From an optimization exercise on the open Yosys and OpenROAD flow, aimed at small area; shortcuts taken in it are not production practice.
RTL that was checked went through simulation tests only; none was proved equivalent to the original.
No functional check of the RTL was part of run 2.
Power figures rest on the tool's default switching activity, not on a simulated workload.

==> flow/flow/run.sh <==
#!/bin/bash
# Own layout flow: the standard flow, except that the combinational logic
# of the standard synthesis is re-mapped for area (registers untouched), the
# ports are buffered with the smallest buffer, and the clock tree settings
# come from config.mk. Each tool's output goes to its own log file here.
set -euo pipefail
R=orfs/results/${FLOW_PLATFORM}/DE2_115_Project_Top/base

# 1. the standard synthesis
bash standard.sh synth > 1_synth_standard.log 2>&1

# 2. re-map the combinational logic for area
cp $R/1_2_yosys.v 1_2_yosys_std.v
yosys -c flow/remap.tcl > 1_remap_yosys.log 2>&1
cp 1_2_yosys_remap.v $R/1_2_yosys.v
rm -f $R/1_synth.odb

# 3. the rest of the standard flow
bash standard.sh finish "BUFFER_PORTS_ARGS=-buffer_cell sky130_fd_sc_hd__buf_1" \
  "CTS_ARGS=-sink_clustering_enable -repair_clock_nets -buf_list sky130_fd_sc_hd__clkbuf_8 -sink_clustering_size 17 -sink_clustering_max_diameter 50 -dont_use_dummy_load" > 2_layout_standard.log 2>&1
==> flow/flow/abc_area.script <==
strash
dc2
resub -K 8
dch -f
map -a
topo
==> flow/flow/dont_use.txt <==
sky130_fd_sc_hd__probe_p_8 sky130_fd_sc_hd__probec_p_8 sky130_fd_sc_hd__lpflow_bleeder_1 sky130_fd_sc_hd__lpflow_clkbufkapwr_1 sky130_fd_sc_hd__lpflow_clkbufkapwr_16 sky130_fd_sc_hd__lpflow_clkbufkapwr_2 sky130_fd_sc_hd__lpflow_clkbufkapwr_4 sky130_fd_sc_hd__lpflow_clkbufkapwr_8 sky130_fd_sc_hd__lpflow_clkinvkapwr_1 sky130_fd_sc_hd__lpflow_clkinvkapwr_16 sky130_fd_sc_hd__lpflow_clkinvkapwr_2 sky130_fd_sc_hd__lpflow_clkinvkapwr_4 sky130_fd_sc_hd__lpflow_clkinvkapwr_8 sky130_fd_sc_hd__lpflow_decapkapwr_12 sky130_fd_sc_hd__lpflow_decapkapwr_3 sky130_fd_sc_hd__lpflow_decapkapwr_4 sky130_fd_sc_hd__lpflow_decapkapwr_6 sky130_fd_sc_hd__lpflow_decapkapwr_8 sky130_fd_sc_hd__lpflow_inputiso0n_1 sky130_fd_sc_hd__lpflow_inputiso0p_1 sky130_fd_sc_hd__lpflow_inputiso1n_1 sky130_fd_sc_hd__lpflow_inputiso1p_1 sky130_fd_sc_hd__lpflow_inputisolatch_1 sky130_fd_sc_hd__lpflow_isobufsrc_1 sky130_fd_sc_hd__lpflow_isobufsrc_16 sky130_fd_sc_hd__lpflow_isobufsrc_2 sky130_fd_sc_hd__lpflow_isobufsrc_4 sky130_fd_sc_hd__lpflow_isobufsrc_8 sky130_fd_sc_hd__lpflow_isobufsrckapwr_16 sky130_fd_sc_hd__lpflow_lsbuf_lh_hl_isowell_tap_1 sky130_fd_sc_hd__lpflow_lsbuf_lh_hl_isowell_tap_2 sky130_fd_sc_hd__lpflow_lsbuf_lh_hl_isowell_tap_4 sky130_fd_sc_hd__lpflow_lsbuf_lh_isowell_4 sky130_fd_sc_hd__lpflow_lsbuf_lh_isowell_tap_1 sky130_fd_sc_hd__lpflow_lsbuf_lh_isowell_tap_2 sky130_fd_sc_hd__lpflow_lsbuf_lh_isowell_tap_4 sky130_fd_sc_hd__fill_1 sky130_fd_sc_hd__fill_2 sky130_fd_sc_hd__fill_4 sky130_fd_sc_hd__fill_8 
==> flow/flow/remap.tcl <==
# Re-map the combinational logic of the standard synthesis netlist for area.
# The registers stay as they are: same cells, same instance names.
set lib $::env(FLOW_HOME)/platforms/$::env(FLOW_PLATFORM)/lib/sky130_fd_sc_hd__tt_025C_1v80.lib
set top $::env(FLOW_TOP)
set fd [open flow/dont_use.txt r]
set du {}
foreach c [split [string trim [read $fd]]] { if {$c ne ""} { lappend du -dont_use $c } }
close $fd

# cell functions from the library; the sequential cells used are black boxes
yosys read_liberty -ignore_miss_func -ignore_miss_dir $lib
set fd [open 1_2_yosys_std.v r]
set txt [read $fd]
close $fd
set seq [lsort -unique [regexp -all -inline {sky130_fd_sc_hd__(?:df|edf|sdf|sedf|dl)[a-z0-9_]*} $txt]]
yosys blackbox {*}$seq
yosys read_verilog 1_2_yosys_std.v
yosys hierarchy -top $top
yosys flatten
yosys rename -hide w:*.*
yosys opt_clean -purge
yosys opt
yosys setundef -zero
yosys abc -liberty $lib {*}$du -script flow/abc_area.script
yosys opt_clean -purge
yosys hilomap -singleton -hicell sky130_fd_sc_hd__conb_1 HI -locell sky130_fd_sc_hd__conb_1 LO
yosys opt_clean -purge
yosys stat -liberty $lib
yosys check
yosys write_verilog -noattr -nohex -nodec 1_2_yosys_remap.v
==> flow/standard.sh <==
#!/bin/bash
# synth_recipe.tcl (not shown) runs the flow's synth.tcl, then flattens the netlist and writes it again
# the make line also repeats each setting of config.mk as NAME=value (left out here)
make -C /OpenROAD-flow-scripts/flow DESIGN_CONFIG=/design/flow/config.mk WORK_HOME=/design/flow/orfs CLKGATE_MAP_FILE= SYNTH_SCRIPT=/design/flow/synth_recipe.tcl "${@:-finish}"
==> flow/config.mk <==
export PLATFORM = sky130hd
export DESIGN_NAME = DE2_115_Project_Top
export DESIGN_NICKNAME = DE2_115_Project_Top
export VERILOG_FILES = /design/flow/design.v
export SDC_FILE = /design/flow/constraint.sdc
export NUM_CORES = 4
export LEC_CHECK = 0
export CAP_MARGIN = 20
export CORE_MARGIN = 2
export CORE_UTILIZATION = 60
export CTS_BUF_LIST = sky130_fd_sc_hd__clkbuf_8
export CTS_CLUSTER_DIAMETER = 50
export CTS_CLUSTER_SIZE = 17
export SLEW_MARGIN = 20
==> flow/constraint.sdc <==
create_clock -name core_clock -period 20.0 [get_ports {CLOCK_50}]
set_input_delay 4.0000 -clock core_clock [delete_from_list [all_inputs] [get_ports {CLOCK_50}]]
set_output_delay 4.0000 -clock core_clock [all_outputs]
set_load 0.01 [all_outputs]
==> flow/design.v <==
module serial_cpu (
    input  wire       clk,
    input  wire       rst,
    input  wire       start,
    input  wire       clr,
    input  wire [2:0] op,
    input  wire [3:0] rd,
    input  wire [3:0] ra,
    input  wire [6:0] im,
    input  wire [4:0] cp,
    input  wire       digit_wr,
    output reg        sign_q,
    output reg  [3:0] cntd
);
    localparam [2:0] OP_LOAD = 3'd0, OP_ADD = 3'd1, OP_ADDI = 3'd2, OP_SUB = 3'd3,
                     OP_SUBI = 3'd4, OP_MUL = 3'd5, OP_CLEAR = 3'd6, OP_DPL = 3'd7;
    localparam [3:0] ES_WAIT = 4'd0, ES_LAST = 4'd6, ES_WB = 4'd7, ES_ABS = 4'd8,
                     ES_SUB = 4'd9, ES_REST = 4'd10, ES_DONE = 4'd11;
    reg  [3:0]   ph;          
    reg  [3:0]   tr;          
    reg  [255:0] rf;
    reg  [15:0]  sc;
    reg          dly, cy;
    reg  [3:0]   es;
    wire ph0  = (ph == 4'd0);
    wire ph15 = (ph == 4'd15);
    wire addsub = (op == OP_ADD) || (op == OP_SUB);
    wire [3:0] need = (es == ES_WB || op == OP_DPL) ? rd : (es == ES_LAST && addsub) ? im[6:3] : ra;
    wire run  = es[3] || (tr == need);
    wire port = rf[0];
    wire imbit = (ph[3:1] == 3'd0) ? im[ph[0]] :
                 (ph[3:1] == 3'd1) ? im[{2'b01, ph[0]}] :
                 (ph[3:1] == 3'd2) ? im[{2'b10, ph[0]}] : 1'b0;
    reg [15:0] kval;
    always @(*) begin
        if (cp[4:2] == 3'b111)
            case (cp[1:0])
                2'd0: kval = 16'd1000;
                2'd1: kval = 16'd100;
                2'd2: kval = 16'd10;
                default: kval = 16'd1;
            endcase
        else
            kval = 16'd10000;
    end
    wire kbit = kval[ph];
    reg mulbit;
    always @(*) begin
        case (es[2:0])
            3'd1: mulbit = im[5];
            3'd2: mulbit = im[4];
            3'd3: mulbit = im[3];
            3'd4: mulbit = im[2];
            3'd5: mulbit = im[1];
            default: mulbit = im[0];
        endcase
    end
    reg a_in, b_in, sub;
    always @(*) begin
        a_in = sc[0]; b_in = 1'b0; sub = 1'b0;
        if (!run) begin
            a_in = sc[0];
        end else if (es != ES_WAIT && es <= ES_LAST) begin
            if (op == OP_MUL) begin
                a_in = (es == 4'd1) ? 1'b0 : (dly & ~ph0);
                b_in = mulbit & port;
                sub  = im[6];
            end else if (es != ES_LAST) begin
                a_in = 1'b0;
                b_in = (op == OP_LOAD) ? 1'b0 : port;
            end else begin
                a_in = sc[0];
                case (op)
                    OP_LOAD, OP_ADDI: begin b_in = imbit; sub = im[6];  end
                    OP_SUBI:          begin b_in = imbit; sub = ~im[6]; end
                    OP_ADD:           begin b_in = port;  sub = 1'b0;   end
                    OP_SUB:           begin b_in = port;  sub = 1'b1;   end
                    default:          begin b_in = 1'b0;  sub = 1'b0;   end
                endcase
            end
        end else if (es == ES_ABS) begin
            a_in = 1'b0; b_in = sc[0]; sub = sign_q;
        end else if (es == ES_SUB) begin
            b_in = kbit; sub = 1'b1;
        end else if (es == ES_REST) begin
            b_in = kbit;
        end
    end
    wire bx   = b_in ^ sub;
    wire cin  = ph0 ? sub : cy;
    wire sum  = a_in ^ bx ^ cin;
    wire cout = (a_in & bx) | (a_in & cin) | (bx & cin);
    wire wr = run && (es == ES_WB);
    always @(posedge clk) begin
        rf  <= {clr ? 1'b0 : wr ? sc[0] : rf[0], rf[255:1]};
        {tr, ph} <= {tr, ph} + 8'd1;
        sc  <= {sum, sc[15:1]};
        dly <= sc[0];
        cy  <= cout;
        if (ph15) begin
            case (es)
                ES_WAIT, ES_ABS, ES_REST: es <= es + 4'd1;
                ES_SUB: if (cout) cntd <= cntd + 4'd1; else es <= ES_REST;
                ES_DONE: if (cntd == 4'd15) begin es <= ES_SUB; cntd <= 4'd0; end
                default: if (run) es <= es + 4'd1;
            endcase
            if (es == ES_LAST && run) sign_q <= sum;
        end
        if (digit_wr) cntd <= 4'd15;
        if (start) begin
            es <= ES_WAIT;
            cntd <= 4'd0;
        end
        if (rst) begin
            {tr, ph} <= 8'd0;
            es <= ES_DONE;
            cntd <= 4'd0;
        end
    end
endmodule
module lcd_chargen (
    input  wire [4:0] cp,
    input  wire [2:0] op,
    input  wire [3:0] rd,
    input  wire       sign_q,
    input  wire [3:0] cntd,
    input  wire       m_splash,
    input  wire       m_blank,
    output reg  [7:0] chr
);
    reg [6:0] t;    
    always @(*) begin
        case ({op, cp[2:0]})
            6'o00: t = "L"; 6'o01: t = "O"; 6'o02: t = "A"; 6'o03: t = "D";
            6'o10: t = "A"; 6'o11: t = "D"; 6'o12: t = "D";
            6'o20: t = "A"; 6'o21: t = "D"; 6'o22: t = "D"; 6'o23: t = "I";
            6'o30: t = "S"; 6'o31: t = "U"; 6'o32: t = "B";
            6'o40: t = "S"; 6'o41: t = "U"; 6'o42: t = "B"; 6'o43: t = "I";
            6'o50: t = "M"; 6'o51: t = "U"; 6'o52: t = "L";
            6'o60: t = "C"; 6'o61: t = "L"; 6'o62: t = "E"; 6'o63: t = "A"; 6'o64: t = "R";
            6'o70: t = "D"; 6'o71: t = "P"; 6'o72: t = "L";
            default: t = " ";
        endcase
        if (m_splash) t = (cp[2] ? " " : "-");
    end
    wire txt   = (cp[4:3] == 2'b00) && !(cp[2] && (cp[1] | cp[0]));    
    wire [3:0] low = cp[3:0];
    wire br_l  = !cp[4] && low == 4'd10;
    wire br_r  = !cp[4] && low == 4'd15;
    wire sgn   =  cp[4] && low == 4'd10;
    wire dig1  = !cp[4] && low >= 4'd11 && low <= 4'd14;
    wire dig2  =  cp[4] && low >= 4'd11;
    wire full  = !m_blank && !(op == 3'd6 && !m_splash);
    reg rdsel;
    always @(*) case (cp[1:0]) 2'd3: rdsel = rd[3]; 2'd0: rdsel = rd[2]; 2'd1: rdsel = rd[1]; default: rdsel = rd[0]; endcase
    wire rdbit = rdsel & !m_splash;    
    always @(*) begin
        chr = 8'h20;
        if (m_blank) chr = 8'h20;
        else if (txt) chr = {1'b0, t};
        else if (full) begin
            if (br_l) chr = 8'h5B;
            else if (br_r) chr = 8'h5D;
            else if (sgn) chr = (sign_q && !m_splash) ? 8'h2D : 8'h2B;
            else if (dig1) chr = {7'b0011000, rdbit};
            else if (dig2) chr = {4'b0011, m_splash ? 4'd0 : cntd};
        end
    end
endmodule
module lcd_seq (
    input  wire       clk,
    input  wire       rst,
    input  wire       power_rel,
    input  wire       send_rel,
    input  wire [7:0] chr,
    input  wire       op_clear,
    output wire       start,
    output wire       booting,
    output reg  [4:0] cp,           
    output reg        m_splash,
    output reg        m_blank,
    output wire       digit_wr,
    output reg  [7:0] lcd_data,
    output reg        lcd_rs,
    output wire       lcd_en
);
    localparam [3:0] ST_OFF1  = 4'd0,    
                     ST_ISET  = 4'd1,    
                     ST_IWAIT = 4'd2,    
                     ST_IPUL  = 4'd3,    
                     ST_OFF0  = 4'd4,    
                     ST_QWAIT = 4'd5,    
                     ST_PRE   = 4'd6,    
                     ST_IDLE  = 4'd7,
                     ST_CMDW  = 4'd8,    
                     ST_CMDE  = 4'd9,    
                     ST_CHW   = 4'd10,   
                     ST_CHE   = 4'd11;   
    reg [3:0]  st;
    reg [16:0] cnt;
    wire [17:0] cc;
    wire [16:0] cinc;
    assign cc[0] = 1'b1;
    genvar gi;
    generate for (gi = 0; gi < 17; gi = gi + 1) begin : g_inc
        assign cinc[gi]  = cnt[gi] ^ cc[gi];
        assign cc[gi+1]  = cnt[gi] & cc[gi];
    end endgenerate
    function hit;
        input [16:0] c;
        input [16:0] k;
        hit = &(c | ~k);
    endfunction
    assign booting = (st[3:2] == 2'b00);
    assign lcd_en  = (st == ST_IPUL) || (st == ST_CMDE) || (st == ST_CHE);
    assign start   = (st == ST_IDLE) && !power_rel && send_rel;
    wire cp16 = (cp == 5'd16);
    wire cp0  = (cp == 5'd0);
    wire cpw  = !(cp[4] & cp[3] & (cp[2] | (cp[1] & cp[0])));    
    wire t_iwait = hit(cnt, cpw ? 17'd124666 : (cp == 5'd30) ? 17'd90000 : 17'd2000);
    wire t_qwait = hit(cnt, 17'd997);
    wire t_ipul  = hit(cnt, 17'd50);
    wire t_pre   = hit(cnt, m_blank ? 17'd4 : m_splash ? 17'd7 : 17'd5);
    wire t_cmde  = hit(cnt, 17'd25);
    wire t_cmdw  = hit(cnt, cp[4] ? 17'd2525 : 17'd80025);
    wire t_che   = hit(cnt, 17'd2475);
    wire t_chw   = hit(cnt, cp16 ? 17'd2526 : cp0 ? 17'd2527 : 17'd2525);
    wire chwr = (st == ST_CMDW && t_cmdw) || (st == ST_CHW && t_chw && !cp16 && !cp0);
    assign digit_wr = chwr && !m_blank && !m_splash && !op_clear && (cp >= 5'd27);
    reg adv;
    always @(*) begin
        case (st)
            ST_OFF1:  adv = power_rel;
            ST_OFF0:  adv = 1'b1;
            ST_QWAIT: adv = t_qwait;
            ST_ISET:  adv = 1'b1;
            ST_IPUL:  adv = t_ipul;
            ST_IWAIT: adv = t_iwait;
            ST_PRE:   adv = t_pre;
            ST_CMDE:  adv = t_cmde;
            ST_CMDW:  adv = t_cmdw;
            ST_CHE:   adv = t_che;
            ST_CHW:   adv = t_chw;
            ST_IDLE:  adv = power_rel | send_rel;
            default:  adv = 1'b1;
        endcase
    end
    always @(posedge clk) begin
        cnt <= adv ? 17'd0 : cinc;
        if (adv) begin
            case (st)
                ST_OFF1: begin
                    st <= ST_IWAIT; m_splash <= 1'b1; m_blank <= 1'b0;
                end
                ST_OFF0: begin
                    if (power_rel) begin
                        st <= ST_QWAIT; m_splash <= 1'b1; m_blank <= 1'b0;
                    end else begin
                        st <= ST_OFF1; lcd_data <= 8'h00; lcd_rs <= 1'b0;
                    end
                end
                ST_QWAIT: st <= ST_PRE;
                ST_ISET:  st <= ST_IPUL;
                ST_IPUL:  st <= ST_IWAIT;
                ST_IWAIT: begin
                    cp <= cp + 5'd1;
                    if (!cpw) begin
                        st <= (cp == 5'd31) ? ST_PRE : ST_ISET;
                        case (cp[2:0])
                            3'd3: lcd_data <= 8'h38;
                            3'd4: lcd_data <= 8'h0C;
                            3'd5: lcd_data <= 8'h01;
                            3'd6: lcd_data <= 8'h06;
                            default: lcd_data <= 8'h00;
                        endcase
                    end
                end
                ST_PRE: begin
                    st <= ST_CMDE; lcd_data <= 8'h01; lcd_rs <= 1'b0;
                end
                ST_CMDE: st <= ST_CMDW;
                ST_CMDW: begin
                    st <= ST_CHE; lcd_data <= chr; lcd_rs <= 1'b1; cp <= cp + 5'd1;
                end
                ST_CHE: st <= ST_CHW;
                ST_CHW: begin
                    if (cp16) begin
                        st <= ST_CMDE; lcd_data <= 8'hC0; lcd_rs <= 1'b0;
                    end else if (cp0) begin
                        st <= m_blank ? ST_OFF0 : ST_IDLE;
                    end else begin
                        st <= ST_CHE; lcd_data <= chr; lcd_rs <= 1'b1; cp <= cp + 5'd1;
                    end
                end
                ST_IDLE: begin
                    st <= ST_PRE;
                    m_blank <= power_rel; m_splash <= 1'b0;
                end
                default: st <= ST_OFF1;
            endcase
        end
        if (st == ST_OFF1) begin
            cp <= 5'd21; lcd_data <= 8'h00; lcd_rs <= 1'b0;
        end
        if (rst) st <= ST_OFF1;
    end
endmodule
module DE2_115_Project_Top (
    input  wire        CLOCK_50,
    input  wire        RST,       
    input  wire [3:0]  KEY,       
    input  wire [17:0] SW,
    output wire [7:0]  LCD_DATA,
    output wire        LCD_RS,
    output wire        LCD_RW,
    output wire        LCD_EN,
    output wire        LCD_ON,
    output wire        LCD_BLON
);
    assign LCD_ON   = 1'b1;
    assign LCD_BLON = 1'b1;
    assign LCD_RW   = 1'b0;
    wire clk = CLOCK_50;
    reg kp_last, ks_last;
    always @(posedge clk) begin
        kp_last <= ~KEY[0];
        ks_last <= ~KEY[1];
    end
    wire power_rel = kp_last & KEY[0];
    wire send_rel  = ks_last & KEY[1];
    wire        start;           
    wire        booting;
    wire [4:0]  cp;
    wire        m_splash, m_blank;
    wire        digit_wr;
    wire [7:0]  chr;
    reg  [2:0]  op_l;
    reg  [3:0]  rd_l;
    reg  [3:0]  rs_l;         
    reg  [6:0]  im_l;         
    always @(posedge clk) begin
        if (start) begin
            op_l <= SW[17:15];
            rd_l <= SW[14:11];
            rs_l <= SW[10:7];
            im_l <= SW[6:0];
        end
        if (RST) op_l <= 3'd0;
    end
    wire        sign_q;
    wire [3:0]  cntd;
    lcd_seq u_seq (
        .clk(clk), .rst(RST), .power_rel(power_rel), .send_rel(send_rel),
        .chr(chr), .op_clear(op_l == 3'd6),
        .start(start), .booting(booting), .cp(cp), .m_splash(m_splash), .m_blank(m_blank),
        .digit_wr(digit_wr),
        .lcd_data(LCD_DATA), .lcd_rs(LCD_RS), .lcd_en(LCD_EN)
    );
    lcd_chargen u_cg (
        .cp(cp), .op(op_l), .rd(rd_l), .sign_q(sign_q), .cntd(cntd),
        .m_splash(m_splash), .m_blank(m_blank), .chr(chr)
    );
    serial_cpu u_cpu (
        .clk(clk), .rst(RST), .start(start), .clr(booting || op_l == 3'd6),
        .op(op_l), .rd(rd_l), .ra(rs_l), .im(im_l), .cp(cp), .digit_wr(digit_wr),
        .sign_q(sign_q), .cntd(cntd)
    );
endmodule
==> flow_metrics.py, run 1 <==
metrics = {
    "cells_and_area": {
        "final_core_util": 0.6632,
        "drive_gt1_frac": 0.03011,
        "antennaDiodeCount": 0,
        "nets": 989,
        "area_growth_pct": 7.797,
    },
    "worst_hold_path": {
        "hold_class": "reg -> reg",
    },
    "setup_path": {
        "cp.arrival_ns": 6.74,
        "critPathKind": "in -> reg",
        "critPathCaptureType": "flip-flop",
        "ff2ff_setup_slack_ns": 14.84,
        "critPathMaxFanout": 17,
        "start_kind": "input port",
        "cp.required_ns": 20.41,
    },
    "global_route": {
        "antenna_found_initial": 0,
        "grt_pass1_wl_um": 33730,
        "grt_max_degree": 18,
        "gr-usage-all-layers": 0.2427,
        "grt_pass1_vias": 6342,
        "grt-ovfl-total": 0,
    },
    "die": {
        "die_w_um": 131.6,
        "fp.coreArea_sq_um": 15890,
        "rows": 46,
        "initial_utilization": 0.6152,
        "die_h_um": 131.6,
        "num_io_pins": 37,
        "fp.dieArea_sq_um": 17330,
    },
    "timing": {
        "rsz0062_at_grt": "no",
        "setup_tns_ns": 0,
        "relSlewSlack": 0.3157,
        "skew_ns": 0.09269,
        "setup_violations": 0,
        "post-route-period-util": 0.3164,
        "fmax_mhz": 158.0,
        "hold_violations": 0,
        "drv_slew": 0,
        "min_period_ns": 6.328,
        "tightest_slew_ns": 1.001,
    },
    "job": {
        "drv_cap": 0,
    },
    "drt": {
        "drc": 0,
        "finalWirelength_um": 20990,
        "drt-wirelength-per-cell_um": 17.80,
        "ant_nets": 0,
        "detail_route.iter0.violations": 686,
        "dr_total_vias": 6554,
        "via_per_inst": 5.559,
        "first_pass_iters": 8,
    },
    "cts": {
        "ctsHtreeMaxLevel": 1,
        "numCtsBuffers": 27,
        "clk_root_buffer_cell": "clkbuf_8",
        "postCtsSetupRepairBufs": 0,
        "clk_pin_slew_ns": 0.10,
        "postCtsResizedCells": 0,
        "clkLatencyLatePin_ns": 0.56,
        "clockBufferDepth": 3,
        "holdBufCountCts": 0,
        "cts_tree": "yes",
        "cts_num_sinks": 348,
    },
    "outcome": {
        "status": "complete, no violations",
    },
    "pwr": {
        "p_per_area_nw_per_um2": 111.8,
        "total_power_uw": 1178,
        "max-vdd-ir-drop_mv": 0.09454,
        "leakage_uw": 0.003819,
    },
    "logic_synthesis": {
        "yosys_warnings": 4,
        "synthesis.area_sq_um": 9773,
        "avgSynthCellArea_sq_um": 10.81,
        "netlist_instances": 904,
    },
    "place": {
        "gp_congestion": 0.9804,
        "port_buffers": 31,
        "dp_hpwl_um": 14160,
    },
}
==> cell type report <==
cell class                 instances  area, sq um
clock buffer                      27        371.6
fill                            1177         5350
multi-input combinational        452         2236
tap                              216        270.3
sequential                       348         7147
timing repair buffer              31        116.4
inverter                         105        394.1
==> cell usage in the layout, fill, tap and decap left out, drive strengths merged, types with 18 or more instances in the layout <==
master    n
o21ai    68
a21oi    41
nand2    65
clkinv  105
edfxtp   18
nor3     45
dfxtp   330
nor2    124
nand3    20
buf      31
clkbuf   27
==> state kept, by name (all words and copies together) (netlist names), 3 cells and up <==
register        count
op_l                3
u_seq.lcd_data      8
u_seq.cp            5
im_l                7
u_cpu.rf          256
rd_l                4
u_cpu.sc           16
u_cpu.cntd          4
u_seq.cnt          17
u_cpu.es            4
rs_l                4
u_seq.st            4
u_cpu.tr            4
u_cpu.ph            4
==> final timing paths <==
path,depth (start not counted),endpoint,from
worst min-delay path,0,u_cpu.rf[238],u_cpu.rf[239]
worst min register to register,0,u_cpu.rf[238],u_cpu.rf[239]
worst max-delay path,12,u_seq.lcd_data[6],KEY[0]
worst max register to register,22,u_cpu.es[2],u_cpu.es[1]
==> worst max-delay path: stages <==
cell and delay, ns:
buf_1 0.11, nand2_1 0.17, nor2_1 0.20, clkinv_1 0.11, a21oi_1 0.12, o21ai_0 0.08
nand4_1 0.64, nand2_1 0.24, nor3_1 0.36, clkinv_1 0.29, a31oi_1 0.30, a21oi_1 0.11
==> where the power goes <==
group / switching, uW / total [uW] / internal [uW]
Combinational: 94.2 / 128 / 34.1
Clock: 196 / 316 / 121
Sequential: 20.6 / 733 / 713
==> per-stage QoR <==
step	instances	cell area [sq um]	setup slack, ns	hold WS [ns]
after floorplan	905	9777	14.11	0.3096
final	1179	10540	13.67	0.2802
after CTS	1179	10540	13.77	0.2805
after global routing	1179	10540	13.37	0.2859
after detailed placement	1152	10160	13.27	0.3121
after global placement	1152	10160	13.31	0.3100
==> per-layer routing <==
layer	up-vias	share of wire	global-route usage
met4	0	0.026	0.06884
met2	289	0.46	0.3903
met1	3070	0.45	0.3407
met3	57	0.066	0.04167
met5	-	0	0
li1	3138	-	-
==> run 2: changes to the inputs <==
--- a/flow/design.v
+++ b/flow/design.v
@@ -10,7 +10,9 @@
     input  wire [4:0] cp,
     input  wire       digit_wr,
     output reg        sign_q,
-    output reg  [3:0] cntd
+    output reg  [3:0] cntd,
+    output wire [7:0] tp,         
+    input  wire       tp_clr      
 );
     localparam [2:0] OP_LOAD = 3'd0, OP_ADD = 3'd1, OP_ADDI = 3'd2, OP_SUB = 3'd3,
                      OP_SUBI = 3'd4, OP_MUL = 3'd5, OP_CLEAR = 3'd6, OP_DPL = 3'd7;
@@ -22,6 +24,7 @@
     reg  [15:0]  sc;
     reg          dly, cy;
     reg  [3:0]   es;
+    assign tp = {tr, ph};
     wire ph0  = (ph == 4'd0);
     wire ph15 = (ph == 4'd15);
     wire addsub = (op == OP_ADD) || (op == OP_SUB);
@@ -111,6 +114,7 @@
             es <= ES_WAIT;
             cntd <= 4'd0;
         end
+        if (tp_clr) {tr, ph} <= 8'd0;
         if (rst) begin
             {tr, ph} <= 8'd0;
             es <= ES_DONE;
@@ -180,6 +184,9 @@
     output reg        m_splash,
     output reg        m_blank,
     output wire       digit_wr,
+    output wire [4:0] cpx,          
+    input  wire [7:0] tp,           
+    output wire       tp_clr,       
     output reg  [7:0] lcd_data,
     output reg        lcd_rs,
     output wire       lcd_en
@@ -197,37 +204,47 @@
                      ST_CHW   = 4'd10,   
                      ST_CHE   = 4'd11;   
     reg [3:0]  st;
-    reg [16:0] cnt;
-    wire [17:0] cc;
-    wire [16:0] cinc;
-    assign cc[0] = 1'b1;
+    reg [12:0] cnt;
+    reg        adv;         
+    wire boot_st = (st[3:2] == 2'b00);
+    wire [20:0] tb = {cnt, tp};
+    wire [13:0] cc;
+    wire [12:0] cinc;
+    assign cc[0] = !boot_st || (&tp);
     genvar gi;
-    generate for (gi = 0; gi < 17; gi = gi + 1) begin : g_inc
+    generate for (gi = 0; gi < 13; gi = gi + 1) begin : g_inc
         assign cinc[gi]  = cnt[gi] ^ cc[gi];
         assign cc[gi+1]  = cnt[gi] & cc[gi];
     end endgenerate
     function hit;
-        input [16:0] c;
-        input [16:0] k;
+        input [12:0] c;
+        input [12:0] k;
         hit = &(c | ~k);
     endfunction
+    function hitb;
+        input [20:0] c;
+        input [20:0] k;
+        hitb = &(c | ~k);
+    endfunction
     assign booting = (st[3:2] == 2'b00);
     assign lcd_en  = (st == ST_IPUL) || (st == ST_CMDE) || (st == ST_CHE);
     assign start   = (st == ST_IDLE) && !power_rel && send_rel;
     wire cp16 = (cp == 5'd16);
     wire cp0  = (cp == 5'd0);
-    wire cpw  = !(cp[4] & cp[3] & (cp[2] | (cp[1] & cp[0])));    
-    wire t_iwait = hit(cnt, cpw ? 17'd124666 : (cp == 5'd30) ? 17'd90000 : 17'd2000);
-    wire t_qwait = hit(cnt, 17'd997);
-    wire t_ipul  = hit(cnt, 17'd50);
-    wire t_pre   = hit(cnt, m_blank ? 17'd4 : m_splash ? 17'd7 : 17'd5);
-    wire t_cmde  = hit(cnt, 17'd25);
-    wire t_cmdw  = hit(cnt, cp[4] ? 17'd2525 : 17'd80025);
-    wire t_che   = hit(cnt, 17'd2475);
-    wire t_chw   = hit(cnt, cp16 ? 17'd2526 : cp0 ? 17'd2527 : 17'd2525);
-    wire chwr = (st == ST_CMDW && t_cmdw) || (st == ST_CHW && t_chw && !cp16 && !cp0);
+    wire cw15 = (cp[3:0] == 4'd15);
+    wire t_iwait = hitb(tb, (cp == 5'd27) ? 21'd750002 : (cp == 5'd30) ? 21'd90000 : 21'd2000);
+    wire t_ipul  = hitb(tb, 21'd50);
+    wire t_qwait = hit(cnt, 13'd997);
+    wire t_pre   = hit(cnt, m_blank ? 13'd4 : m_splash ? 13'd7 : 13'd5);
+    wire t_cmde  = hit(cnt, 13'd25);
+    wire t_cmdw  = hit(cnt, cp[4] ? 13'd2525 : cw15 ? 13'd2475 : 13'd5169);
+    wire t_che   = hit(cnt, 13'd2475);
+    wire t_chw   = hit(cnt, cp16 ? 13'd2526 : cp0 ? 13'd2527 : 13'd2525);
+    wire cmdw_step = (st == ST_CMDW) && !cp[4] && !cw15;    
+    assign cpx = (st == ST_CMDW && !cp[4]) ? 5'd0 : cp;
+    assign tp_clr = boot_st && adv;
+    wire chwr = (st == ST_CMDW && t_cmdw && !cmdw_step) || (st == ST_CHW && t_chw && !cp16 && !cp0);
     assign digit_wr = chwr && !m_blank && !m_splash && !op_clear && (cp >= 5'd27);
-    reg adv;
     always @(*) begin
         case (st)
             ST_OFF1:  adv = power_rel;
@@ -246,7 +263,7 @@
         endcase
     end
     always @(posedge clk) begin
-        cnt <= adv ? 17'd0 : cinc;
+        cnt <= adv ? 13'd0 : cinc;
         if (adv) begin
             case (st)
                 ST_OFF1: begin
@@ -264,23 +281,26 @@
                 ST_IPUL:  st <= ST_IWAIT;
                 ST_IWAIT: begin
                     cp <= cp + 5'd1;
-                    if (!cpw) begin
-                        st <= (cp == 5'd31) ? ST_PRE : ST_ISET;
-                        case (cp[2:0])
-                            3'd3: lcd_data <= 8'h38;
-                            3'd4: lcd_data <= 8'h0C;
-                            3'd5: lcd_data <= 8'h01;
-                            3'd6: lcd_data <= 8'h06;
-                            default: lcd_data <= 8'h00;
-                        endcase
-                    end
+                    st <= (cp == 5'd31) ? ST_PRE : ST_ISET;
+                    case (cp[2:0])
+                        3'd3: lcd_data <= 8'h38;
+                        3'd4: lcd_data <= 8'h0C;
+                        3'd5: lcd_data <= 8'h01;
+                        3'd6: lcd_data <= 8'h06;
+                        default: lcd_data <= 8'h00;
+                    endcase
                 end
                 ST_PRE: begin
                     st <= ST_CMDE; lcd_data <= 8'h01; lcd_rs <= 1'b0;
                 end
                 ST_CMDE: st <= ST_CMDW;
                 ST_CMDW: begin
-                    st <= ST_CHE; lcd_data <= chr; lcd_rs <= 1'b1; cp <= cp + 5'd1;
+                    if (cmdw_step) begin
+                        cp <= cp + 5'd1;
+                    end else begin
+                        st <= ST_CHE; lcd_data <= chr; lcd_rs <= 1'b1;
+                        cp <= cp[4] ? cp + 5'd1 : 5'd1;
+                    end
                 end
                 ST_CHE: st <= ST_CHW;
                 ST_CHW: begin
@@ -300,7 +320,7 @@
             endcase
         end
         if (st == ST_OFF1) begin
-            cp <= 5'd21; lcd_data <= 8'h00; lcd_rs <= 1'b0;
+            cp <= 5'd27; lcd_data <= 8'h00; lcd_rs <= 1'b0;
         end
         if (rst) st <= ST_OFF1;
     end
@@ -334,6 +354,9 @@
     wire        m_splash, m_blank;
     wire        digit_wr;
     wire [7:0]  chr;
+    wire [4:0]  cpx;
+    wire [7:0]  tp;
+    wire        tp_clr;
     reg  [2:0]  op_l;
     reg  [3:0]  rd_l;
     reg  [3:0]  rs_l;         
@@ -353,16 +376,16 @@
         .clk(clk), .rst(RST), .power_rel(power_rel), .send_rel(send_rel),
         .chr(chr), .op_clear(op_l == 3'd6),
         .start(start), .booting(booting), .cp(cp), .m_splash(m_splash), .m_blank(m_blank),
-        .digit_wr(digit_wr),
+        .digit_wr(digit_wr), .cpx(cpx), .tp(tp), .tp_clr(tp_clr),
         .lcd_data(LCD_DATA), .lcd_rs(LCD_RS), .lcd_en(LCD_EN)
     );
     lcd_chargen u_cg (
-        .cp(cp), .op(op_l), .rd(rd_l), .sign_q(sign_q), .cntd(cntd),
+        .cp(cpx), .op(op_l), .rd(rd_l), .sign_q(sign_q), .cntd(cntd),
         .m_splash(m_splash), .m_blank(m_blank), .chr(chr)
     );
     serial_cpu u_cpu (
         .clk(clk), .rst(RST), .start(start), .clr(booting || op_l == 3'd6),
         .op(op_l), .rd(rd_l), .ra(rs_l), .im(im_l), .cp(cp), .digit_wr(digit_wr),
-        .sign_q(sign_q), .cntd(cntd)
+        .sign_q(sign_q), .cntd(cntd), .tp(tp), .tp_clr(tp_clr)
     );
 endmodule
==> flow/flow/run.sh (replaced) <==
#!/bin/bash
# Own layout flow: the standard flow, except that the combinational logic
# of the standard synthesis is re-mapped for area (registers untouched), the
# ports are buffered with the smallest buffer, and the clock tree uses
# clkbuf_8 clusters of at most 17 sinks without dummy loads.
# Each tool's output goes to its own log file here.
set -euo pipefail
R=orfs/results/${FLOW_PLATFORM}/DE2_115_Project_Top/base

# 1. the standard synthesis
bash standard.sh synth > 1_synth_standard.log 2>&1

# 2. re-map the combinational logic for area
cp $R/1_2_yosys.v 1_2_yosys_std.v
yosys -c flow/remap.tcl > 1_remap_yosys.log 2>&1
cp 1_2_yosys_remap.v $R/1_2_yosys.v
rm -f $R/1_synth.odb

# 3. the rest of the standard flow
bash standard.sh finish "BUFFER_PORTS_ARGS=-buffer_cell sky130_fd_sc_hd__buf_1" \
  "CTS_ARGS=-sink_clustering_enable -repair_clock_nets -buf_list sky130_fd_sc_hd__clkbuf_4 -sink_clustering_size 10 -sink_clustering_max_diameter 35 -dont_use_dummy_load" > 2_layout_standard.log 2>&1
==> run 2 against run 1 <==
Against the previous run:
- still clean on timing, DRC and antenna
- register-to-register slack got worse by 0.03 ns
- clock power shrank 5%
- combinational power rose by 13%
- area after synthesis increased by 0.63%
- clock skew is 0.0028 ns lower
- die area grew 0.61%
- flip-flop and latch count down 4
- critical path depth grew 5
- count of clock-buffer cells in the layout up 18
- maximum frequency shrank 8.5%
- largest power group unchanged
==> flow_metrics.py, run 2 <==
metrics = {
    "cts": {
        "clkLatencyLatePin_ns": 0.67,
        "postCtsSetupRepairBufs": 0,
        "cts_num_sinks": 344,
        "cts_tree": "yes",
        "clk_root_buffer_cell": "clkbuf_4",
        "clk_pin_slew_ns": 0.10,
        "clockBufferDepth": 3,
        "ctsHtreeMaxLevel": 2,
        "holdBufCountCts": 0,
        "postCtsResizedCells": 0,
        "numCtsBuffers": 45,
    },
    "drt": {
        "finalWirelength_um": 20920,
        "via_per_inst": 5.509,
        "first_pass_iters": 6,
        "ant_nets": 0,
        "detail_route.iter0.violations": 524,
        "drt-wirelength-per-cell_um": 17.11,
        "drc": 0,
        "dr_total_vias": 6737,
    },
    "place": {
        "dp_cells": 1177,
        "pre_cts_ws_ns": 12.58,
        "gp_congestion": 1.007,
        "port_buffers": 31,
        "dp_hpwl_um": 14860,
    },
    "setup_path": {
        "critPathKind": "in -> reg",
        "start_kind": "input port",
        "cp.required_ns": 20.48,
        "cp.arrival_ns": 7.39,
        "critPathMaxFanout": 15,
        "critPathCaptureType": "flip-flop",
    },
    "timing": {
        "min_period_ns": 6.913,
        "hold_violations": 0,
        "setup_slack_ns": 13.09,
        "post-route-period-util": 0.3457,
        "tightest_slew_ns": 0.9644,
        "drv_slew": 0,
        "setup_tns_ns": 0,
        "fmax_mhz": 144.7,
        "rsz0062_at_grt": "no",
        "skew_ns": 0.08992,
        "setup_violations": 0,
        "relSlewSlack": 0.3503,
    },
    "global_route": {
        "antenna_found_initial": 1,
        "gr-usage-all-layers": 0.2471,
        "grt_max_degree": 22,
        "grt-ovfl-total": 0,
        "grt_pass1_wl_um": 34310,
        "grt_pass1_vias": 6822,
    },
    "logic_synthesis": {
        "yosys_warnings": 4,
        "avgSynthCellArea_sq_um": 10.60,
        "synthesis.area_sq_um": 9834,
        "netlist_instances": 928,
    },
    "die": {
        "fp.dieArea_sq_um": 17430,
        "die_h_um": 132.0,
        "rows": 46,
        "initial_utilization": 0.6169,
        "fp.coreArea_sq_um": 15940,
        "num_io_pins": 37,
        "die_w_um": 132.0,
    },
    "cells_and_area": {
        "top_register": "u_cpu.rf",
        "final_cells": 1223,
        "final_common_cell": "dfxtp_1",
        "area_growth_pct": 7.557,
        "mostFrequentLayoutCells": "dfxtp_1 (326), nor2_1 (145), clkinv_1 (123)",
        "top_regs": "u_cpu.rf: 256 flops, u_cpu.sc: 16 flops, u_seq.cnt: 13 flops",
        "nets": 1032,
        "fill_cells": 1164,
        "drive_gt1_frac": 0.05467,
        "multiInputGateArea_sq_um": 2315,
        "largest_reg_flops": 256,
        "seq_area_sq_um": 7067,
    },
    "pwr": {
        "leakage_uw": 0.003873,
        "total_power_uw": 1170,
        "p_per_area_nw_per_um2": 110.6,
        "max-vdd-ir-drop_mv": 0.08357,
    },
    "worst_hold_path": {
        "hold_class": "reg -> reg",
    },
    "outcome": {
        "status": "complete, no violations",
    },
    "job": {
        "drv_cap": 0,
    },
}
==> run 2: worst paths after layout <==
check                     start           endpoint  slack [ns]  depth (start not counted)
setup reg to reg    u_seq.cp[1]  u_seq.lcd_data[5]       14.81                         20
hold / removal    u_cpu.rf[128]      u_cpu.rf[127]        0.29                          0
hold reg to reg   u_cpu.rf[128]      u_cpu.rf[127]        0.29                          0
setup / recovery         KEY[0]  u_seq.lcd_data[5]       13.09                         17
==> run 2: routing by layer <==
metal / track usage / routed length, um
met1: 0.3306 / 9405
met2: 0.3869 / 9317
met3: 0.05383 / 1427
met4: 0.1147 / 771
met5: 0 / 0
==> run 2: layout make-up <==
class	instances	area share
Sequential cell	344	0.6681
Multi-Input combinational cell	462	0.2188
Inverter	123	0.04365
Clock buffer	45	0.03194
Tap cell	216	0.02555
Timing Repair Buffer	32	0.01171
Antenna cell	1	0.0002366
==> run 2: where the power goes <==
part / internal [uW] / switching (uW) / leakage, uW
registers: 706 / 18.8 / 0.00279
clock network: 103 / 197 / 0.000207
logic: 39.4 / 105 / 0.000877
total: 849 / 321 / 0.00387
==> run 2: stage by stage <==
| stage | utilization | hold slack (ns) | cell area [sq um] |
|---|---|---|---|
| global route | 0.6635 | 0.2603 | 10580 |
| floorplan | - | 0.3096 | 9838 |
| global placement | 0.6421 | 0.3102 | 10240 |
| finish | 0.6635 | 0.2867 | 10580 |
| detailed placement | 0.6421 | 0.3121 | 10240 |
| CTS | 0.6633 | 0.2810 | 10580 |
==> run 2: critical path: stages <==
cell,delay [ns]
buf_1,0.10
nand2_1,0.10
clkinv_1,0.10
nand3_1,0.09
a21oi_1,0.18
nor2_1,0.07
o21ai_0,0.11
a41oi_1,0.08
nand3_1,0.19
clkinv_1,0.35
a21oi_1,0.72
o311ai_0,0.36
nor2_1,0.20
o21ai_0,0.20
clkinv_1,0.16
nor2_1,0.13
a22o_2,0.24
==> run 3: changes to the inputs <==
--- a/flow/design.v
+++ b/flow/design.v
@@ -9,15 +9,15 @@
     input  wire [6:0] im,
     input  wire [4:0] cp,
     input  wire       digit_wr,
-    output reg        sign_q,
+    output wire       sign_q,
     output reg  [3:0] cntd,
     output wire [7:0] tp,         
     input  wire       tp_clr      
 );
     localparam [2:0] OP_LOAD = 3'd0, OP_ADD = 3'd1, OP_ADDI = 3'd2, OP_SUB = 3'd3,
                      OP_SUBI = 3'd4, OP_MUL = 3'd5, OP_CLEAR = 3'd6, OP_DPL = 3'd7;
-    localparam [3:0] ES_WAIT = 4'd0, ES_LAST = 4'd6, ES_WB = 4'd7, ES_ABS = 4'd8,
-                     ES_SUB = 4'd9, ES_REST = 4'd10, ES_DONE = 4'd11;
+    localparam [3:0] ES_WAIT = 4'd0, ES_LAST = 4'd6;
+    localparam [1:0] SP_WB = 2'd0, SP_SUB = 2'd1, SP_REST = 2'd2, SP_DONE = 2'd3;
     reg  [3:0]   ph;          
     reg  [3:0]   tr;          
     reg  [255:0] rf;
@@ -25,13 +25,17 @@
     reg          dly, cy;
     reg  [3:0]   es;
     assign tp = {tr, ph};
+    assign sign_q = es[2];
     wire ph0  = (ph == 4'd0);
     wire ph15 = (ph == 4'd15);
+    wire post = es[3];                        
+    wire [1:0] step = es[1:0];
+    wire wbp  = post && step == SP_WB;
     wire addsub = (op == OP_ADD) || (op == OP_SUB);
-    wire [3:0] need = (es == ES_WB || op == OP_DPL) ? rd : (es == ES_LAST && addsub) ? im[6:3] : ra;
-    wire run  = es[3] || (tr == need);
+    wire [3:0] need = (post || op == OP_DPL) ? rd : (es == ES_LAST && addsub) ? im[6:3] : ra;
+    wire run  = (post && step != SP_WB) || (tr == need);
     wire port = rf[0];
-    wire imbit = (ph[3:1] == 3'd0) ? im[ph[0]] :
+    wire imbit = (ph[3:1] == 3'd0) ? im[{2'b00, ph[0]}] :
                  (ph[3:1] == 3'd1) ? im[{2'b01, ph[0]}] :
                  (ph[3:1] == 3'd2) ? im[{2'b10, ph[0]}] : 1'b0;
     reg [15:0] kval;
@@ -63,7 +67,7 @@
         a_in = sc[0]; b_in = 1'b0; sub = 1'b0;
         if (!run) begin
             a_in = sc[0];
-        end else if (es != ES_WAIT && es <= ES_LAST) begin
+        end else if (!post && es != ES_WAIT) begin
             if (op == OP_MUL) begin
                 a_in = (es == 4'd1) ? 1'b0 : (dly & ~ph0);
                 b_in = mulbit & port;
@@ -81,11 +85,11 @@
                     default:          begin b_in = 1'b0;  sub = 1'b0;   end
                 endcase
             end
-        end else if (es == ES_ABS) begin
+        end else if (wbp) begin
             a_in = 1'b0; b_in = sc[0]; sub = sign_q;
-        end else if (es == ES_SUB) begin
+        end else if (post && step == SP_SUB) begin
             b_in = kbit; sub = 1'b1;
-        end else if (es == ES_REST) begin
+        end else if (post && step == SP_REST) begin
             b_in = kbit;
         end
     end
@@ -93,7 +97,7 @@
     wire cin  = ph0 ? sub : cy;
     wire sum  = a_in ^ bx ^ cin;
     wire cout = (a_in & bx) | (a_in & cin) | (bx & cin);
-    wire wr = run && (es == ES_WB);
+    wire wr = run && wbp;
     always @(posedge clk) begin
         rf  <= {clr ? 1'b0 : wr ? sc[0] : rf[0], rf[255:1]};
         {tr, ph} <= {tr, ph} + 8'd1;
@@ -101,13 +105,17 @@
         dly <= sc[0];
         cy  <= cout;
         if (ph15) begin
-            case (es)
-                ES_WAIT, ES_ABS, ES_REST: es <= es + 4'd1;
-                ES_SUB: if (cout) cntd <= cntd + 4'd1; else es <= ES_REST;
-                ES_DONE: if (cntd == 4'd15) begin es <= ES_SUB; cntd <= 4'd0; end
-                default: if (run) es <= es + 4'd1;
-            endcase
-            if (es == ES_LAST && run) sign_q <= sum;
+            if (!post) begin
+                if (es == ES_WAIT) es <= 4'd1;
+                else if (run) es <= (es == ES_LAST) ? {2'b10, 2'b00} | {1'b0, sum, 2'b00} : es + 4'd1;
+            end else begin
+                case (step)
+                    SP_WB:   if (run) es[1:0] <= SP_SUB;
+                    SP_SUB:  if (cout) cntd <= cntd + 4'd1; else es[1:0] <= SP_REST;
+                    SP_REST: es[1:0] <= SP_DONE;
+                    default: if (cntd == 4'd15) begin es[1:0] <= SP_SUB; cntd <= 4'd0; end
+                endcase
+            end
         end
         if (digit_wr) cntd <= 4'd15;
         if (start) begin
@@ -117,7 +125,7 @@
         if (tp_clr) {tr, ph} <= 8'd0;
         if (rst) begin
             {tr, ph} <= 8'd0;
-            es <= ES_DONE;
+            es <= {2'b10, SP_DONE};
             cntd <= 4'd0;
         end
     end
--- a/flow/flow/run.sh
+++ b/flow/flow/run.sh
@@ -18,4 +18,4 @@
 
 # 3. the rest of the standard flow
 bash standard.sh finish "BUFFER_PORTS_ARGS=-buffer_cell sky130_fd_sc_hd__buf_1" \
-  "CTS_ARGS=-sink_clustering_enable -repair_clock_nets -buf_list sky130_fd_sc_hd__clkbuf_4 -sink_clustering_size 10 -sink_clustering_max_diameter 35 -dont_use_dummy_load" > 2_layout_standard.log 2>&1
+  "CTS_ARGS=-sink_clustering_enable -repair_clock_nets -buf_list sky130_fd_sc_hd__clkbuf_8 -sink_clustering_size 17 -sink_clustering_max_diameter 50 -dont_use_dummy_load" > 2_layout_standard.log 2>&1
==> flow/flow/abc_area.script (replaced) <==
strash
&get -n
&deepsyn -T 30
&put
dch -f
map -a
topo
==> run 3 against run 2 <==
Against the previous run:
- still clean on timing, DRC and antenna
- area after synthesis decreased by 3.9%
- hold slack improved by 0.023 ns
- maximum frequency shrank 1.7%
- largest cell class unchanged
==> flow_metrics.py, run 3 <==
metrics = {
    "die": {
        "rows": 45,
        "num_io_pins": 37,
        "fp.dieArea_sq_um": 16770,
        "initial_utilization": 0.6169,
        "die_h_um": 129.5,
        "die_w_um": 129.5,
        "fp.coreArea_sq_um": 15310,
    },
    "pwr": {
        "max-vdd-ir-drop_mv": 0.08670,
        "leakage_uw": 0.003780,
        "p_sw_frac": 0.2567,
        "p_switching_uw": 292.1,
        "pwr-share-clk": 0.263,
        "combPwrFrac": 0.105,
        "seq_power_share": 0.632,
        "intPower_uw": 845.8,
        "p_per_area_nw_per_um2": 111.7,
    },
    "drt": {
        "first_pass_iters": 5,
        "finalWirelength_um": 18200,
        "via_per_inst": 5.375,
        "m1WireLength_um": 8611,
        "dr_total_vias": 6047,
        "wl_met2_um": 7983,
        "detail_route.iter0.violations": 527,
        "drc": 0,
        "drt-wirelength-per-cell_um": 16.18,
        "top_layer_used": "met4",
        "route.met3.wl_um": 1175,
        "ant_nets": 0,
    },
    "global_route": {
        "grt-ovfl-total": 0,
        "antenna_found_initial": 0,
        "grt_max_degree": 19,
        "grt_pass1_wl_um": 29920,
        "gr-usage-all-layers": 0.2264,
        "grt_pass1_vias": 5875,
    },
    "place": {
        "dp_hpwl_um": 12760,
        "gp_congestion": 0.9378,
        "dpl-instance-area_sq_um": 9844,
        "port_buffers": 31,
    },
    "cts": {
        "clk_root_buffer_cell": "clkbuf_8",
        "ctsHtreeMaxLevel": 1,
        "cts_num_sinks": 343,
        "clk_pin_slew_ns": 0.10,
        "cts_tree": "yes",
        "postCtsSetupRepairBufs": 0,
        "clockBufferDepth": 3,
        "numCtsBuffers": 25,
        "clkLatencyLatePin_ns": 0.56,
        "postCtsResizedCells": 0,
        "holdBufCountCts": 0,
    },
    "cells_and_area": {
        "top_regs": "u_cpu.rf: 256 flops, u_cpu.sc: 16 flops, u_seq.cnt: 13 flops",
        "top_register": "u_cpu.rf",
        "largest_reg_flops": 256,
        "final_common_cell": "dfxtp_1",
        "design_area_sq_um": 10190,
        "drive_gt1_frac": 0.03282,
        "antennaDiodeCount": 0,
        "nets": 940,
        "area_growth_pct": 7.840,
        "mostFrequentLayoutCells": "dfxtp_1 (326), nor2_1 (119), clkinv_1 (106)",
    },
    "logic_synthesis": {
        "synthesis.area_sq_um": 9448,
        "yosys_warnings": 4,
        "netlist_instances": 856,
        "avgSynthCellArea_sq_um": 11.04,
    },
    "timing": {
        "setup_violations": 0,
        "drv_slew": 0,
        "rsz0062_at_grt": "no",
        "holdWs_ns": 0.3096,
        "tightest_slew_ns": 0.9685,
        "fmax_mhz": 142.2,
        "setup_tns_ns": 0,
        "post-route-period-util": 0.3517,
        "skew_ns": 0.07928,
        "hold_violations": 0,
        "min_period_ns": 7.035,
        "relSlewSlack": 0.3484,
    },
    "setup_path": {
        "cp.arrival_ns": 7.47,
        "critPathKind": "in -> reg",
        "critPathCaptureType": "flip-flop",
        "cp.required_ns": 20.43,
        "start_kind": "input port",
        "critPathMaxFanout": 11,
    },
    "job": {
        "drv_cap": 0,
    },
    "outcome": {
        "status": "complete, no violations",
    },
    "worst_hold_path": {
        "hold_class": "reg -> reg",
    },
}
[run 3: area by class of cell]
cell class | count | area, sq um
inverter | 106 | 397.9
multi-input combinational | 408 | 2022
fill | 1178 | 5126
tap | 211 | 264.0
timing repair buffer | 32 | 123.9
sequential | 343 | 7037
clock buffer | 25 | 344.1
[run 3: stage by stage]
step	utilization	cells	total power, uW	setup slack [ns]
floorplan	-	857	810.0	13.56
global placement	0.6428	1100	843.0	12.62
detailed placement	0.6428	1100	847.8	12.52
CTS	0.6653	1125	1142	13.08
global route	0.6653	1125	1181	12.59
finish	0.6653	1125	1138	12.97
[run 3: metal layers]
metal	GRT usage	vias up
met1	0.3239	2826
li1	-	2950
met5	0	-
met4	0.06262	0
met2	0.3613	231
met3	0.03757	40
[run 3: worst paths after layout]
kind                startpoint           endpoint  slack, ns  cells after the start
hold reg to reg   u_cpu.rf[35]       u_cpu.rf[34]       0.31                      0
hold / removal    u_cpu.rf[35]       u_cpu.rf[34]       0.31                      0
setup reg to reg   u_seq.cp[0]  u_seq.lcd_data[4]      14.88                     17
setup / recovery        KEY[0]  u_seq.lcd_data[4]      12.97                     17
[run 3: worst max-delay path, stage by stage]
cell and delay, ns:
buf_1 0.11, nand2_1 0.16, clkinv_1 0.12, nand2_1 0.10, a21oi_1 0.07, nand3b_1 0.16, o21a_1 0.11, a21oi_1 0.22
nand2_1 0.17, nor2_1 0.59, a21oi_1 0.23, clkinv_1 0.11, a21oi_1 0.07, nand4_1 0.20, clkinv_1 0.19, nor2_1 0.46
mux2_2 0.39
[run 3: power by group through the flow]
stage          combinational (uW)  sequential (uW)  clock [uW]
6_report                      119              719         299
5_1_grt                       131              721         329
4_1_cts                       115              718         309
3_3_place_gp                  109              734           0
2_1_floorplan                81.0              729           0
3_5_place_dp                  114              734           0
==> run 4: changes to the inputs <==
==> flow/flow/abc_area.script (replaced) <==
strash
dc2
resub -K 8
dch -f
map -a
topo
==> run 4 against run 3 <==
Against the previous run:
- area after synthesis up 3.7%
- highest routed layer unchanged
- critical path type unchanged
- clock power rose by 4%
- clock skew decreased by 0.016 ns
==> flow_metrics.py, run 4 <==
metrics = {
    "drt": {
        "ant_nets": 0,
        "dr_total_vias": 6708,
        "drc": 0,
        "first_pass_iters": 6,
        "drt-wirelength-per-cell_um": 16.68,
        "via_per_inst": 5.562,
        "detail_route.iter0.violations": 780,
        "finalWirelength_um": 20120,
    },
    "global_route": {
        "gr-usage-all-layers": 0.2358,
        "grt_pass1_vias": 6488,
        "grt_max_degree": 21,
        "grt-ovfl-total": 0,
        "antenna_found_initial": 0,
        "grt_pass1_wl_um": 33470,
    },
    "cts": {
        "postCtsResizedCells": 0,
        "ctsHtreeMaxLevel": 1,
        "clkLatencyLatePin_ns": 0.56,
        "holdBufCountCts": 0,
        "postCtsSetupRepairBufs": 0,
        "cts_num_sinks": 343,
        "numCtsBuffers": 27,
        "clk_pin_slew_ns": 0.09,
        "clockBufferDepth": 3,
        "cts_tree": "yes",
        "clk_root_buffer_cell": "clkbuf_8",
    },
    "pwr": {
        "p_per_area_nw_per_um2": 114.5,
        "leakage_uw": 0.003817,
        "max-vdd-ir-drop_mv": 0.09661,
    },
    "outcome": {
        "status": "complete, no violations",
    },
    "timing": {
        "setup_tns_ns": 0,
        "skew_ns": 0.06343,
        "hold_violations": 0,
        "rsz0062_at_grt": "no",
        "setup_violations": 0,
        "post-route-period-util": 0.3450,
        "relSlewSlack": 0.4256,
        "tightest_slew_ns": 0.8526,
        "fmax_mhz": 144.9,
        "min_period_ns": 6.900,
        "drv_slew": 0,
    },
    "logic_synthesis": {
        "netlist_instances": 930,
        "synthesis.area_sq_um": 9797,
        "yosys_warnings": 4,
        "avgSynthCellArea_sq_um": 10.53,
    },
    "setup_path": {
        "critPathCaptureType": "flip-flop",
        "cp.required_ns": 20.39,
        "critical-path-top-delay-family": "simple AND/OR/NAND/NOR gates",
        "startpoint": "KEY[1]",
        "critPathMaxStageDelay_ns": 0.64,
        "ff2ff_setup_slack_ns": 14.52,
        "cp.arrival_ns": 7.29,
        "crit_buf_inv": 3,
        "r2r-start": "op_l[2]",
        "critPathMaxFanout": 12,
        "cp_cell_sequence": "buf_1 -> nand4_1 -> a31oi_1 -> a311oi_1 -> nand4_1 -> a311oi_1 -> nand2_1 -> clkinv_1 -> a21oi_1 -> nand2_1 -> nor3_1 -> clkinv_1 -> nand3_1 -> o21ai_0",
        "critPathKind": "in -> reg",
        "critPathSlowestCell": "nor3_1",
        "start_kind": "input port",
    },
    "die": {
        "fp.coreArea_sq_um": 15940,
        "rows": 46,
        "fp.dieArea_sq_um": 17370,
        "die_w_um": 131.8,
        "initial_utilization": 0.6145,
        "num_io_pins": 37,
        "die_h_um": 131.8,
    },
    "cells_and_area": {
        "largest_reg_flops": 256,
        "final_core_util": 0.6632,
        "top_register": "u_cpu.rf",
        "mostFrequentLayoutCells": "dfxtp_1 (326), nor2_1 (131), clkinv_1 (99)",
        "drive_gt1_frac": 0.03535,
        "final_cells": 1206,
        "area_growth_pct": 7.931,
        "top_regs": "u_cpu.rf: 256 flops, u_cpu.sc: 16 flops, u_seq.cnt: 13 flops",
        "final_common_cell": "dfxtp_1",
        "antennaDiodeCount": 0,
        "nets": 1016,
        "fill_cells": 1212,
        "design_area_sq_um": 10570,
    },
    "worst_hold_path": {
        "hold_class": "reg -> reg",
        "min_from": "u_cpu.rf[175]",
    },
    "place": {
        "port_buffers": 31,
        "gp_congestion": 0.9606,
        "dp_cells": 1179,
        "dp_hpwl_um": 13850,
        "dpl-instance-area_sq_um": 10200,
    },
    "job": {
        "drv_cap": 0,
    },
}
==> run 4: path summary, 6_finish.rpt <==
path                                          end  depth (start not counted)
worst max-delay path            u_seq.lcd_data[0]                         14
worst min register to register      u_cpu.rf[174]                          0
worst max register to register      u_cpu.cntd[3]                         22
worst min-delay path                u_cpu.rf[174]                          0
==> run 4: final cells by class <==
class	count	area, sq um	share of cell area
clock buffers	27	371.6	0.03514
inverters	99	371.6	0.03514
multi-input cells	489	2400	0.2270
flip-flops and latches	343	7037	0.6655
well taps	216	270.3	0.02556
repair buffers	32	123.9	0.01171
==> run 4: metrics by stage <==
stage | hold slack [ns] | power (uW) | setup WS (ns)
after floorplan | 0.3096 | 855.6 | 13.67
after global placement | 0.3119 | 908.9 | 12.77
after detailed placement | 0.3121 | 910.4 | 12.68
after CTS | 0.3001 | 1215 | 13.20
after global routing | 0.3088 | 1266 | 12.54
final | 0.2989 | 1211 | 13.10
==> run 4: metal layers <==
metal,up-vias,global-route usage,wire [um]
li1,3247,-,-
met3,63,0.04460,1674
met1,3074,0.3403,9063
met4,0,0.07367,559
met2,324,0.3645,8818
met5,-,0,0
==> run 4: worst register-to-register path, stage by stage, from the launching register on <==
cell and delay, ns:
dfxtp_1 0.56, clkinv_1 0.32, o21ai_0 0.72, clkinv_1 0.37
a2111oi_0 0.65, a21oi_1 0.15, a21oi_1 0.20, o221ai_1 0.19
nor2_1 0.36, nor2_1 0.14, a31oi_1 0.15, o21ai_0 0.12
or2_2 0.32, nand2_1 0.06, and2_2 0.15, nand2_1 0.09
nor3_1 0.24, nand3_1 0.11, clkinv_1 0.07, nor2_1 0.05
nor2_1 0.16, xnor2_1 0.14, o21ai_0 0.09
==> run 4: power breakdown <==
part	switching [uW]	internal [uW]	total [uW]
combinational	123	46.9	170
clock	190	120	311
sequential	24.6	706	731
total	338	873	1210
==> run 5: changes to the inputs <==
==> flow/flow/abc_area.script (replaced) <==
strash
&get -n
&deepsyn -T 120
&put
dch -f
amap
topo
==> run 5 against run 4 <==
Against the previous run:
- die area decreased by 5.0%
- first-iteration DRC count decreased by 26%
- sequential power increased by 2%
- register-to-register slack got worse by 0.17 ns
- synthesized cell count decreased by 15%
- utilization decreased by 0.12 points
- maximum frequency decreased by 0.27%
- hold slack got worse by 0.0055 ns
==> flow_metrics.py, run 5 <==
metrics = {
    "outcome": {
        "status": "complete, no violations",
    },
    "cts": {
        "postCtsSetupRepairBufs": 0,
        "postCtsResizedCells": 0,
        "cts_num_sinks": 343,
        "clockBufferDepth": 3,
        "cts_tree": "yes",
        "clk_root_buffer_cell": "clkbuf_8",
        "clkLatencyLatePin_ns": 0.57,
        "clk_pin_slew_ns": 0.09,
        "holdBufCountCts": 0,
        "numCtsBuffers": 26,
        "ctsHtreeMaxLevel": 1,
    },
    "timing": {
        "min_period_ns": 6.919,
        "post-route-period-util": 0.3459,
        "setup_tns_ns": 0,
        "skew_ns": 0.07910,
        "drv_slew": 0,
        "holdWs_ns": 0.2935,
        "fmax_mhz": 144.5,
        "hold_violations": 0,
        "tightest_slew_ns": 1.096,
        "setup_violations": 0,
        "rsz0062_at_grt": "no",
        "relSlewSlack": 0.2504,
    },
    "worst_hold_path": {
        "worst_hold_path.endpoint": "u_cpu.rf[135]",
        "hold_path_depth": 0,
        "hold_class": "reg -> reg",
        "min_from": "u_cpu.rf[136]",
    },
    "job": {
        "drv_cap": 0,
    },
    "drt": {
        "drc": 0,
        "ant_nets": 0,
        "first_pass_iters": 5,
        "detail_route.iter0.violations": 581,
        "finalWirelength_um": 18180,
        "drt-wirelength-per-cell_um": 17.47,
        "via_per_inst": 5.554,
        "dr_total_vias": 5782,
    },
    "logic_synthesis": {
        "yosys_warnings": 4,
        "synthesis.area_sq_um": 9294,
        "netlist_instances": 793,
        "avgSynthCellArea_sq_um": 11.72,
    },
    "global_route": {
        "grt_max_degree": 19,
        "grt_pass1_wl_um": 29210,
        "grt_pass1_vias": 5622,
        "grt-ovfl-total": 0,
        "antenna_found_initial": 0,
        "gr-usage-all-layers": 0.2246,
    },
    "setup_path": {
        "critPathKind": "in -> reg",
        "path_depth": 14,
        "critical-path-top-delay-family": "compound AO/OA/AOI/OAI gates",
        "cp.required_ns": 20.36,
        "cp.arrival_ns": 7.28,
        "start_kind": "input port",
        "reg2reg_to": "u_cpu.cntd[3]",
        "critPathCaptureType": "flip-flop",
        "critPathSlowestCell": "a2111oi_0",
        "critPathMaxStageDelay_ns": 0.59,
        "critPathMaxFanout": 13,
        "ff2ff_setup_slack_ns": 14.35,
        "rr_worst_depth": 26,
        "r2r-start": "op_l[0]",
        "crit_buf_inv": 4,
        "cp_cell_sequence": "buf_1 -> nand2_1 -> o21ai_0 -> nand2_1 -> o32ai_1 -> a311oi_1 -> o21ai_0 -> buf_4 -> clkinv_1 -> a31oi_1 -> clkinv_1 -> a2111oi_0 -> or3_1 -> o31ai_1",
    },
    "cells_and_area": {
        "fill_cells": 1108,
        "multiInputGateArea_sq_um": 2026,
        "drive_gt1_frac": 0.03400,
        "top_regs": "u_cpu.rf: 256 flops, u_cpu.sc: 16 flops, u_seq.cnt: 13 flops",
        "largest_reg_flops": 256,
        "seq_area_sq_um": 7037,
        "antennaDiodeCount": 0,
        "top_register": "u_cpu.rf",
        "mostFrequentLayoutCells": "dfxtp_1 (326), nor2_1 (111), clkinv_1 (64)",
        "final_common_cell": "dfxtp_1",
        "nets": 879,
        "area_growth_pct": 7.889,
    },
    "pwr": {
        "p_per_area_nw_per_um2": 120.6,
        "max-vdd-ir-drop_mv": 0.09042,
        "leakage_uw": 0.003674,
    },
    "die": {
        "fp.coreArea_sq_um": 15150,
        "die_w_um": 128.5,
        "num_io_pins": 37,
        "fp.dieArea_sq_um": 16500,
        "die_h_um": 128.5,
        "initial_utilization": 0.6136,
        "rows": 45,
    },
    "place": {
        "port_buffers": 31,
        "dp_hpwl_um": 12720,
        "gp_congestion": 0.9074,
    },
}
run 5: power breakdown:
| group | leakage, uW | internal [uW] | total, uW | switching [uW] |
|---|---|---|---|---|
| Clock | 0.000187 | 116 | 305 | 189 |
| Combinational | 0.000703 | 46.6 | 156 | 110 |
| Sequential | 0.00278 | 720 | 748 | 28.3 |
| Total | 0.00367 | 883 | 1210 | 327 |
run 5: worst register-to-register path: stages (launching register included):
cell and delay, ns:
dfxtp_1 0.53, clkinv_1 0.24, nor2_1 0.26, clkinv_1 0.18, nor2_1 0.26, nor2_1 0.17, clkinv_1 0.11, nor2_1 0.06
a222oi_1 0.37, o22ai_1 0.14, a211oi_1 0.25, o211ai_1 0.31, nor2b_1 0.24, o21ai_0 0.18, o21ai_0 0.17, nand2_1 0.11
o21ai_0 0.14, o22ai_1 0.25, o311a_1 0.27, a31oi_1 0.06, nor4_1 0.47, nand2_1 0.16, nor2_1 0.21, nand2_1 0.11
clkinv_1 0.07, nor2_1 0.04, o31ai_1 0.19
run 5: through the flow:
step	total power [uW]	utilization	cells	setup WS (ns)	area (sq um)
after global placement	913.2	0.6384	1015	12.75	9669
after detailed placement	917.4	0.6384	1015	12.65	9669
after global routing	1265	0.6620	1041	12.66	10030
after CTS	1215	0.6620	1041	13.15	10030
after floorplan	861.8	-	794	13.48	9298
final	1210	0.6620	1041	13.08	10030
run 5: layout make-up:
class                           count  area share
Multi-Input combinational cell    387      0.2020
Clock buffer                       26     0.03569
Timing Repair Buffer               33     0.01310
Tap cell                          188     0.02346
Sequential cell                   343      0.7018
Inverter                           64     0.02396
run 5: per-layer routing:
metal,global-route usage,wire length (um),part of all wire
met4,0.06658,392,0.022
met3,0.04740,1252,0.069
met5,0,0,0
met1,0.3138,8245,0.45
met2,0.3573,8293,0.46
run 5: worst max-delay path by stage:
stage | slack (ns) | startpoint | end
3_3_place_gp | 12.75 | KEY[0] | u_cpu.cntd[3]
2_1_floorplan | 13.48 | KEY[0] | u_cpu.cntd[0]
5_1_grt | 12.66 | KEY[0] | u_cpu.cntd[3]
4_1_cts | 13.15 | KEY[0] | u_cpu.cntd[3]
3_5_place_dp | 12.65 | KEY[0] | u_cpu.cntd[1]
6_report | 13.08 | KEY[0] | u_cpu.cntd[3]

[separate check: timing with driven ports]
In the flow no input, the clock included, has a driving cell. The finished layouts below were timed again as built, in two steps.
Step 1, drivers: a clkbuf_16 drives CLOCK_50 and a buf_2 each remaining input, both assumed.
Step 2, shift: input delay + t, output delay - t, t = (earliest + latest rising clock arrival at the registers) / 2. This alone moves slack from input paths to output paths.
Three values: no drivers, after step 1, after step 2; two values: the first two.
run	shift t [ns]	setup slack, ns	worst setup path after step 2	clock arrival spread, ns	slew at the worst register clock pin (ns)
run 1	0.554	13.672 / 13.689 / 13.134	input to register	0.093 / 0.093	0.11 / 0.11
run 2	0.665	13.087 / 13.098 / 12.433	input to register	0.090 / 0.090	0.11 / 0.11
run 3	0.560	12.965 / 12.979 / 12.419	input to register	0.079 / 0.080	0.10 / 0.10
run 4	0.570	13.100 / 13.110 / 12.540	input to register	0.066 / 0.066	0.10 / 0.10
run 5	0.570	13.082 / 13.099 / 12.529	input to register	0.080 / 0.079	0.10 / 0.10
After both steps setup and hold are still met in every run listed. For run 2, which loses most, drivers alone change the setup slack by +0.011 ns; drivers and shift together by -0.654 ns.
